From an optimization exercise on the open Yosys and OpenROAD flow, aimed at small area, a short achievable clock period and few clock cycles per item; shortcuts taken in it are not production practice. The RTL was checked by simulation tests, not by an equivalence proof against the original design.

Setup of build 64:
// layer
module layer #(
    parameter integer WIDTH     = 16,
    parameter integer ACC_WIDTH = 22
)(
    input  logic              clk,
    input  logic              rst_n,
    input  logic              start,
    input  logic signed [WIDTH-1:0] x_in,
    output logic              ready,
    output logic              debug_bit,
    output logic signed [WIDTH-1:0]     y_out,
    output logic signed [ACC_WIDTH-1:0] acc_out
);
    logic        active;
    logic [3:0]  cnt;
    always_ff @(posedge clk or negedge rst_n) begin
        if (!rst_n) begin
            active <= 1'b0;
            cnt    <= 4'd0;
        end else if (start) begin
            active <= 1'b1;
            cnt    <= 4'd1;
        end else if (active) begin
            cnt <= cnt + 4'd1;
            if (cnt == 4'd15) active <= 1'b0;
        end
    end
    logic v0, va, vb, vc;
    always_ff @(posedge clk or negedge rst_n) begin
        if (!rst_n) begin
            v0 <= 1'b0; va <= 1'b0; vb <= 1'b0; vc <= 1'b0;
        end else begin
            v0 <= start | active;
            va <= v0;
            vb <= va;
            vc <= vb;
        end
    end
    logic [3:0]  i0, ia, ib;
    logic        first_c, last_c;
    logic [15:0] x0, xa, xb;
    logic [15:0] b2a, db, b1b, yc;
    logic [15:0] b2_n, b1_n, d_n, y_n;
    always_ff @(posedge clk) begin
        x0  <= x_in;
        i0  <= start ? 4'd0 : cnt;
        xa  <= x0;
        ia  <= i0;
        b2a <= b2_n;
        xb  <= xa;
        ib  <= ia;
        db  <= d_n;
        b1b <= b1_n;
        yc      <= y_n;
        first_c <= (ib == 4'd0);
        last_c  <= (ib == 4'd15);
    end
    cheb_mac2 u_m2 (.idx(i0), .x(x0), .b(b2_n));
    cheb_mac1 u_m1 (.idx(ia), .x(xa), .bin(b2a), .b(b1_n));
    cheb_dsub u_ds (.idx(ia), .x15(xa[15]), .b2(b2a), .d(d_n));
    cheb_mac0 u_m0 (.x(xb), .bin(b1b), .d(db), .y(y_n));
    logic signed [ACC_WIDTH-1:0] acc, acc_n;
    logic                        dbg;
    cheb_accadd u_acc (.first(first_c), .acc(acc), .y(yc), .s(acc_n));
    always_ff @(posedge clk) begin
        acc <= acc_n;
        dbg <= sat_parity(acc_n);
    end
    always_ff @(posedge clk or negedge rst_n) begin
  ...
==> flow/config.mk <==
export PLATFORM = sky130hd
export DESIGN_NAME = layer
export DESIGN_NICKNAME = layer
export VERILOG_FILES = /design/flow/design.v
export SDC_FILE = /design/flow/constraint.sdc
export NUM_CORES = 4
export LEC_CHECK = 0
export CAP_MARGIN = 20
export CORE_MARGIN = 2
export CORE_UTILIZATION = 40
export CTS_BUF_LIST = sky130_fd_sc_hd__clkbuf_4 sky130_fd_sc_hd__clkbuf_8
export SLEW_MARGIN = 20
export SYNTH_HIERARCHICAL = 1
export SYNTH_MINIMUM_KEEP_SIZE = 0
==> flow/constraint.sdc <==
create_clock -name core_clock -period 10.0 [get_ports {clk}]
set_input_delay 2.0000 -clock core_clock [delete_from_list [all_inputs] [get_ports {clk}]]
set_output_delay 2.0000 -clock core_clock [all_outputs]
set_load 0.01 [all_outputs]
standard.sh (not shown) runs the stock make flow with config.mk's settings and CLKGATE_MAP_FILE= SYNTH_SCRIPT=/design/flow/synth_recipe.tcl, a recipe that flattens the netlist after the stock synthesis.
==> flow/flow/run.sh <==
#!/bin/bash
# The standard layout (the standard.sh), in two parts:
#  1. the standard synthesis;
#  3. the rest of the standard flow, with timing repair aimed at a setup
#     slack margin of 5.7 ns. The SDC, clock period and I/O constraints are
#     unchanged.
set -euo pipefail
bash standard.sh synth > synth.log 2>&1
R=orfs/results/sky130hd/layer/base
openroad -no_init -exit flow/downsize.tcl > downsize.log 2>&1
bash standard.sh SETUP_SLACK_MARGIN=5.7 finish > standard.log 2>&1
==> flow/flow/downsize.tcl <==
set odb orfs/results/sky130hd/layer/base/1_synth.odb
read_db $odb
set db [ord::get_db]
set block [ord::get_db_block]
set to [$db findMaster sky130_fd_sc_hd__a22oi_1]
set n 0
foreach inst [$block getInsts] {
  if {[[$inst getMaster] getName] eq "sky130_fd_sc_hd__a22oi_2"} {
    $inst swapMaster $to
    incr n
  }
}
puts "downsized $n a22oi_2 to a22oi_1"
write_db $odb
Build 64: all stages complete, timing, DRC and antenna checks passed
Testbench counts of build 64, summed over its fixed seeds: cycles 7,688, items 384.
## Diff of input files: build 54 against build 64
==> flow/run.sh (new file) <==
#!/bin/bash
# synth_recipe.tcl (not shown) runs the flow's synth.tcl, then flattens the netlist and writes it again
# the make line also repeats each setting of config.mk as NAME=value (left out here)
make -C /OpenROAD-flow-scripts/flow DESIGN_CONFIG=/design/flow/config.mk WORK_HOME=/design/flow/orfs CLKGATE_MAP_FILE= SYNTH_SCRIPT=/design/flow/synth_recipe.tcl finish
--- a/flow/config.mk
+++ b/flow/config.mk
@@ -7,2 +7,3 @@
 export LEC_CHECK = 0
+export ABC_CLOCK_PERIOD_IN_PS = 4000
 export CAP_MARGIN = 20
@@ -10,3 +11,3 @@
 export CORE_UTILIZATION = 40
-export CTS_BUF_LIST = sky130_fd_sc_hd__clkbuf_4 sky130_fd_sc_hd__clkbuf_8
+export SETUP_SLACK_MARGIN = 5
 export SLEW_MARGIN = 20
removed: flow/flow/run.sh
removed: flow/flow/downsize.tcl
removed: flow/standard.sh
==> run notes <==
A worst setup path startpoint of ia[1] is what build 64 shows, while i0[0] belongs to build 54.
Diff build 64..build 54 | worst endpoint data arrival time | negligible
In the tables for build 64 and build 54, final worst-path cycle share reads lower with build 64.
Compared with build 64, in build 54 final standard cell area without fillers moved up.
In the flow results for build 64 and build 54, the area added between synthesis and finish is larger on build 64.
Worst-case headroom to the max-slew limit ended up 12 points lower on build 54 than on build 64.
Build 54 vs build 64 — average instance area after synthesis rose about 7.5%.
Build 54 vs build 64 — initial antenna violation count dropped 2.
## Diff of input files: build 11 against build 54
--- a/flow/config.mk
+++ b/flow/config.mk
@@ -7,3 +7,2 @@
 export LEC_CHECK = 0
-export ABC_CLOCK_PERIOD_IN_PS = 4000
 export CAP_MARGIN = 20
Findings:
Looking at build 11 and build 54, the number of clock-tree buffers in the layout is a wash. | portion of the post-synthesis area used by sequential elements | build 54 vs build 11 | ≈ equal |. Build 11 and build 54 ended up with roughly the same final critical-path share of the clock period.
--- input diff build 11..build 86 ---
==> flow/flow/run.sh (new file) <==
#!/bin/bash
# The standard layout (the standard.sh), in three parts:
#  1. the standard synthesis;
#  3. the rest of the standard flow, with timing repair aimed at a setup
#     slack margin of 5.8 ns and free to resize cells across footprints, so
#     that it sizes up again the cells on critical paths. The SDC, clock
#     period and I/O constraints are unchanged.
set -euo pipefail
bash standard.sh synth > synth.log 2>&1
openroad -no_init -exit flow/downsize.tcl > downsize.log 2>&1
bash standard.sh SETUP_SLACK_MARGIN=5.8 MATCH_CELL_FOOTPRINT=0 finish > standard.log 2>&1
==> flow/flow/downsize.tcl (new file) <==
set odb orfs/results/sky130hd/layer/base/1_synth.odb
read_db $odb
set db [ord::get_db]
set block [ord::get_db_block]
set to [$db findMaster sky130_fd_sc_hd__a22oi_1]
set n 0
foreach inst [$block getInsts] {
  if {[[$inst getMaster] getName] eq "sky130_fd_sc_hd__a22oi_2"} {
    $inst swapMaster $to
    incr n
  }
}
puts "downsized $n a22oi_2 to a22oi_1"
write_db $odb
==> flow/standard.sh (new file) <==
#!/bin/bash
# synth_recipe.tcl (not shown) runs the flow's synth.tcl, then flattens the netlist and writes it again
# the make line also repeats each setting of config.mk as NAME=value (left out here)
make -C /OpenROAD-flow-scripts/flow DESIGN_CONFIG=/design/flow/config.mk WORK_HOME=/design/flow/orfs CLKGATE_MAP_FILE= SYNTH_SCRIPT=/design/flow/synth_recipe.tcl "${@:-finish}"
--- a/flow/config.mk
+++ b/flow/config.mk
@@ -10,3 +10,3 @@
 export CORE_UTILIZATION = 40
-export SETUP_SLACK_MARGIN = 5
+export CTS_BUF_LIST = sky130_fd_sc_hd__clkbuf_4 sky130_fd_sc_hd__clkbuf_8
 export SLEW_MARGIN = 20
removed: flow/run.sh
Results
Setup slack in build 86 is larger than in build 11. Build 86 ends up with lower maximum single-stage delay on the critical path than build 11 does. Summary — area after synthesis, build 86 relative to build 11: lower, by 1600 sq um. Build 86 vs build 11 — via count of the first global-routing pass dropped about 5%. Build 11 has lower clock transition at the registers of the reported paths than build 86. Comparing build 86 and build 11, the lower met3 wire length is on build 11. The tap cell count in build 11 is 1.11 times that in build 86. When build 86 is measured against build 11, its number of placed cells counting well taps turns out 91 lower. The run showing the smaller initial core utilization is build 11.

== north ==
layer, a different RTL version from the one above (not shown whole).
Size: about 59 I/O pins.
==> flow/config.mk <==
export PLATFORM = sky130hd
export DESIGN_NAME = layer
export DESIGN_NICKNAME = layer
export VERILOG_FILES = /design/flow/design.v
export SDC_FILE = /design/flow/constraint.sdc
export NUM_CORES = 4
export LEC_CHECK = 0
export CAP_MARGIN = 20
export CORE_MARGIN = 2
export CORE_UTILIZATION = 40
export CTS_BUF_LIST = sky130_fd_sc_hd__clkbuf_8 sky130_fd_sc_hd__clkbuf_16
export CTS_CLUSTER_DIAMETER = 60
export CTS_CLUSTER_SIZE = 24
export SLEW_MARGIN = 20
export SYNTH_HIERARCHICAL = 1
export SYNTH_MINIMUM_KEEP_SIZE = 0
==> flow/constraint.sdc <==
create_clock -name core_clock -period 10.0 [get_ports {clk}]
set_input_delay 2.0000 -clock core_clock [delete_from_list [all_inputs] [get_ports {clk}]]
set_output_delay 2.0000 -clock core_clock [all_outputs]
set_load 0.01 [all_outputs]
==> flow/flow/run.sh <==
#!/bin/bash
# The standard layout (the standard.sh), in three parts:
#  1. the standard synthesis;
#  3. the rest of the standard flow, with timing repair aimed at a setup
#     slack margin of 6.6 ns and free to resize cells across footprints, so
#     that it buffers and sizes up what the critical paths need. The SDC,
#     clock period and I/O constraints are unchanged.
set -euo pipefail
bash standard.sh synth > synth.log 2>&1
openroad -no_init -exit flow/downsize.tcl > downsize.log 2>&1
bash standard.sh SETUP_SLACK_MARGIN=6.6 MATCH_CELL_FOOTPRINT=0 finish > standard.log 2>&1
==> flow/flow/downsize.tcl <==
set odb orfs/results/sky130hd/layer/base/1_synth.odb
read_db $odb
read_liberty $::env(FLOW_HOME)/platforms/sky130hd/lib/sky130_fd_sc_hd__tt_025C_1v80.lib
remove_buffers
set db [ord::get_db]
set block [ord::get_db_block]
set to [$db findMaster sky130_fd_sc_hd__a22oi_1]
set n 0
foreach inst [$block getInsts] {
  if {[[$inst getMaster] getName] eq "sky130_fd_sc_hd__a22oi_2"} {
    $inst swapMaster $to
    incr n
  }
}
puts "downsized $n a22oi_2 to a22oi_1"
write_db $odb
Testbench counts of north, summed over its fixed seeds: cycles 8,840, items 384.
--- input diff north..south ---
==> flow/flow/run.sh <==
#!/bin/bash
# The standard layout (the standard.sh), in three parts:
#  1. the standard synthesis;
#  3. the rest of the standard flow, with timing repair aimed at a setup
#     slack margin of 6.9 ns and free to resize cells across footprints, so
#     that it sizes up again the cells on critical paths. The SDC, clock
#     period and I/O constraints are unchanged.
set -euo pipefail
bash standard.sh synth > synth.log 2>&1
openroad -no_init -exit flow/downsize.tcl > downsize.log 2>&1
bash standard.sh SETUP_SLACK_MARGIN=6.9 MATCH_CELL_FOOTPRINT=0 finish > standard.log 2>&1
-- flow/flow/downsize.tcl --
<<< north, line 1
set odb orfs/results/sky130hd/layer/base/1_synth.odb
read_db $odb
read_liberty $::env(FLOW_HOME)/platforms/sky130hd/lib/sky130_fd_sc_hd__tt_025C_1v80.lib
remove_buffers
set db [ord::get_db]
set block [ord::get_db_block]
>>> south, line 1
set odb orfs/results/sky130hd/layer/base/1_synth.odb
read_db $odb
set db [ord::get_db]
set block [ord::get_db_block]
-- flow/config.mk --
<<< north, line 9
export CORE_MARGIN = 2
export CORE_UTILIZATION = 40
export CTS_BUF_LIST = sky130_fd_sc_hd__clkbuf_8 sky130_fd_sc_hd__clkbuf_16
export CTS_CLUSTER_DIAMETER = 60
export CTS_CLUSTER_SIZE = 24
export SLEW_MARGIN = 20
export SYNTH_HIERARCHICAL = 1
>>> south, line 9
export CORE_MARGIN = 2
export CORE_UTILIZATION = 40
export CTS_BUF_LIST = sky130_fd_sc_hd__clkbuf_4 sky130_fd_sc_hd__clkbuf_8
export SLEW_MARGIN = 20
export SYNTH_HIERARCHICAL = 1
Notes after the runs:
Result: PASS for each of south and north. south vs north — synthesized area climbed by a few percent. Diff north -> south: met1 global-route usage saw a decrease. Final design instance area without fill: south vs north up 4.3%. Between south and north, it is south whose number of cells upsized or downsized after cts is higher, by 240%. Against north, headroom to the max-slew limit in south came out worse. Row routed wire length: south higher / north lower.
Changes in east relative to south:
==> flow/flow/run.sh <==
#!/bin/bash
# The standard layout (the standard.sh), in three parts:
#  1. the standard synthesis;
#  3. the rest of the standard flow, with timing repair aimed at a setup
#     slack margin of 6.6 ns and free to resize cells across footprints, so
#     that it buffers and sizes up what the critical paths need. The SDC,
#     clock period and I/O constraints are unchanged.
set -euo pipefail
bash standard.sh synth > synth.log 2>&1
openroad -no_init -exit flow/presize.tcl > presize.log 2>&1
bash standard.sh SETUP_SLACK_MARGIN=6.6 MATCH_CELL_FOOTPRINT=0 finish > standard.log 2>&1
==> flow/flow/presize.tcl (new file) <==
# After the standard synthesis, before the standard floorplan:
#  - take out the buffers ABC put in (the layout's repair buffers what it needs);
#  - give flip-flops that drive many loads a stronger drive (same cell type,
#    dfxtp_1 -> dfxtp_2 or dfxtp_4).
set odb orfs/results/sky130hd/layer/base/1_synth.odb
read_db $odb
read_liberty $::env(FLOW_HOME)/platforms/sky130hd/lib/sky130_fd_sc_hd__tt_025C_1v80.lib
remove_buffers
set db [ord::get_db]
set block [ord::get_db_block]
set aoi1 [$db findMaster sky130_fd_sc_hd__a22oi_1]
set ff2 [$db findMaster sky130_fd_sc_hd__dfxtp_2]
set ff4 [$db findMaster sky130_fd_sc_hd__dfxtp_4]
set n 0
set f2 0
set f4 0
foreach inst [$block getInsts] {
  set m [[$inst getMaster] getName]
  if {$m eq "sky130_fd_sc_hd__a22oi_2"} {
    $inst swapMaster $aoi1
    incr n
  } elseif {$m eq "sky130_fd_sc_hd__dfxtp_1"} {
    set q [$inst findITerm Q]
    set net [$q getNet]
    if {$net eq "NULL"} { continue }
    set loads [expr {[llength [$net getITerms]] - 1 + [llength [$net getBTerms]]}]
    if {$loads >= 12} {
      $inst swapMaster $ff4
      incr f4
    } elseif {$loads >= 6} {
      $inst swapMaster $ff2
      incr f2
    }
  }
}
puts "a22oi_2 -> a22oi_1: $n; dfxtp_1 -> dfxtp_2: $f2, -> dfxtp_4: $f4"
write_db $odb
removed: flow/flow/downsize.tcl
Results
Timing, DRC, antenna: 0 failures across east and south. Share of post-route cells with drive strength above 1: east vs south down 9.9 points. east ends up with lower worst slack at placement than south does. east: via count is 1.5% lower than what south reported.
For west, these inputs were changed with respect to east:
-- flow/flow/run.sh --
<<< east, line 8
set -euo pipefail
bash standard.sh synth > synth.log 2>&1
openroad -no_init -exit flow/presize.tcl > presize.log 2>&1
bash standard.sh SETUP_SLACK_MARGIN=6.6 MATCH_CELL_FOOTPRINT=0 finish > standard.log 2>&1
>>> west, line 8
set -euo pipefail
bash standard.sh synth > synth.log 2>&1
openroad -no_init -exit flow/downsize.tcl > downsize.log 2>&1
bash standard.sh SETUP_SLACK_MARGIN=6.6 MATCH_CELL_FOOTPRINT=0 finish > standard.log 2>&1
==> flow/flow/downsize.tcl (new file) <==
set odb orfs/results/sky130hd/layer/base/1_synth.odb
read_db $odb
read_liberty $::env(FLOW_HOME)/platforms/sky130hd/lib/sky130_fd_sc_hd__tt_025C_1v80.lib
remove_buffers
set db [ord::get_db]
set block [ord::get_db_block]
set to [$db findMaster sky130_fd_sc_hd__a22oi_1]
set n 0
foreach inst [$block getInsts] {
  if {[[$inst getMaster] getName] eq "sky130_fd_sc_hd__a22oi_2"} {
    $inst swapMaster $to
    incr n
  }
}
puts "downsized $n a22oi_2 to a22oi_1"
write_db $odb
removed: flow/flow/presize.tcl
Notes after the runs:
There was hardly any difference in number of cells in the finished layout apart from fillers between west and east. Having completed the whole flow, west delivered a layout that passed the timing, design-rule and antenna checks. Compared with east, count of filler cells inserted in the layout in west decreased slightly. Compared with east, west shows final wirelength lower by about 1.7%. Wire length on met3 came out lower on west than on east. Starting density of the core ends up higher on east.

==> separate check: timing with driven ports <==
Ports are ideal in the flow. The routed layouts listed here were re-timed in OpenROAD.
Step 1: set_driving_cell puts a clkbuf_16 on clk and a buf_2 on each other input, an assumption about the parent block.
Step 2 also shifts input and output timing later by t, the mid clock arrival at the registers, as if the neighbouring blocks saw the same clock.
Slacks: ideal / step 1 / step 2; pairs: ideal / step 1.
| run | shift t [ns] | setup WS [ns] | worst data-port slew with drivers (ns) |
|---|---|---|---|
| build 64 | 0.563 | 5.022 / 5.022 / 5.022 | 0.04 |
| build 54 | 0.535 | 4.978 / 4.978 / 4.978 | 0.03 |
| build 11 | 0.535 | 4.978 / 4.978 / 4.978 | 0.03 |
| build 86 | 0.591 | 4.999 / 4.999 / 4.999 | 0.04 |
| north | 0.629 | 6.508 / 6.508 / 6.186 | 0.03 |
| south | 0.728 | 6.587 / 6.587 / 6.308 | 0.04 |
| east | 0.741 | 6.555 / 6.555 / 6.106 | 0.04 |
| west | 0.710 | 6.516 / 6.516 / 6.165 | 0.03 |
After both steps every run listed still meets setup and hold. The setup slack of east, which loses most, moves by 0.000 ns with the drivers and by -0.449 ns with both steps.
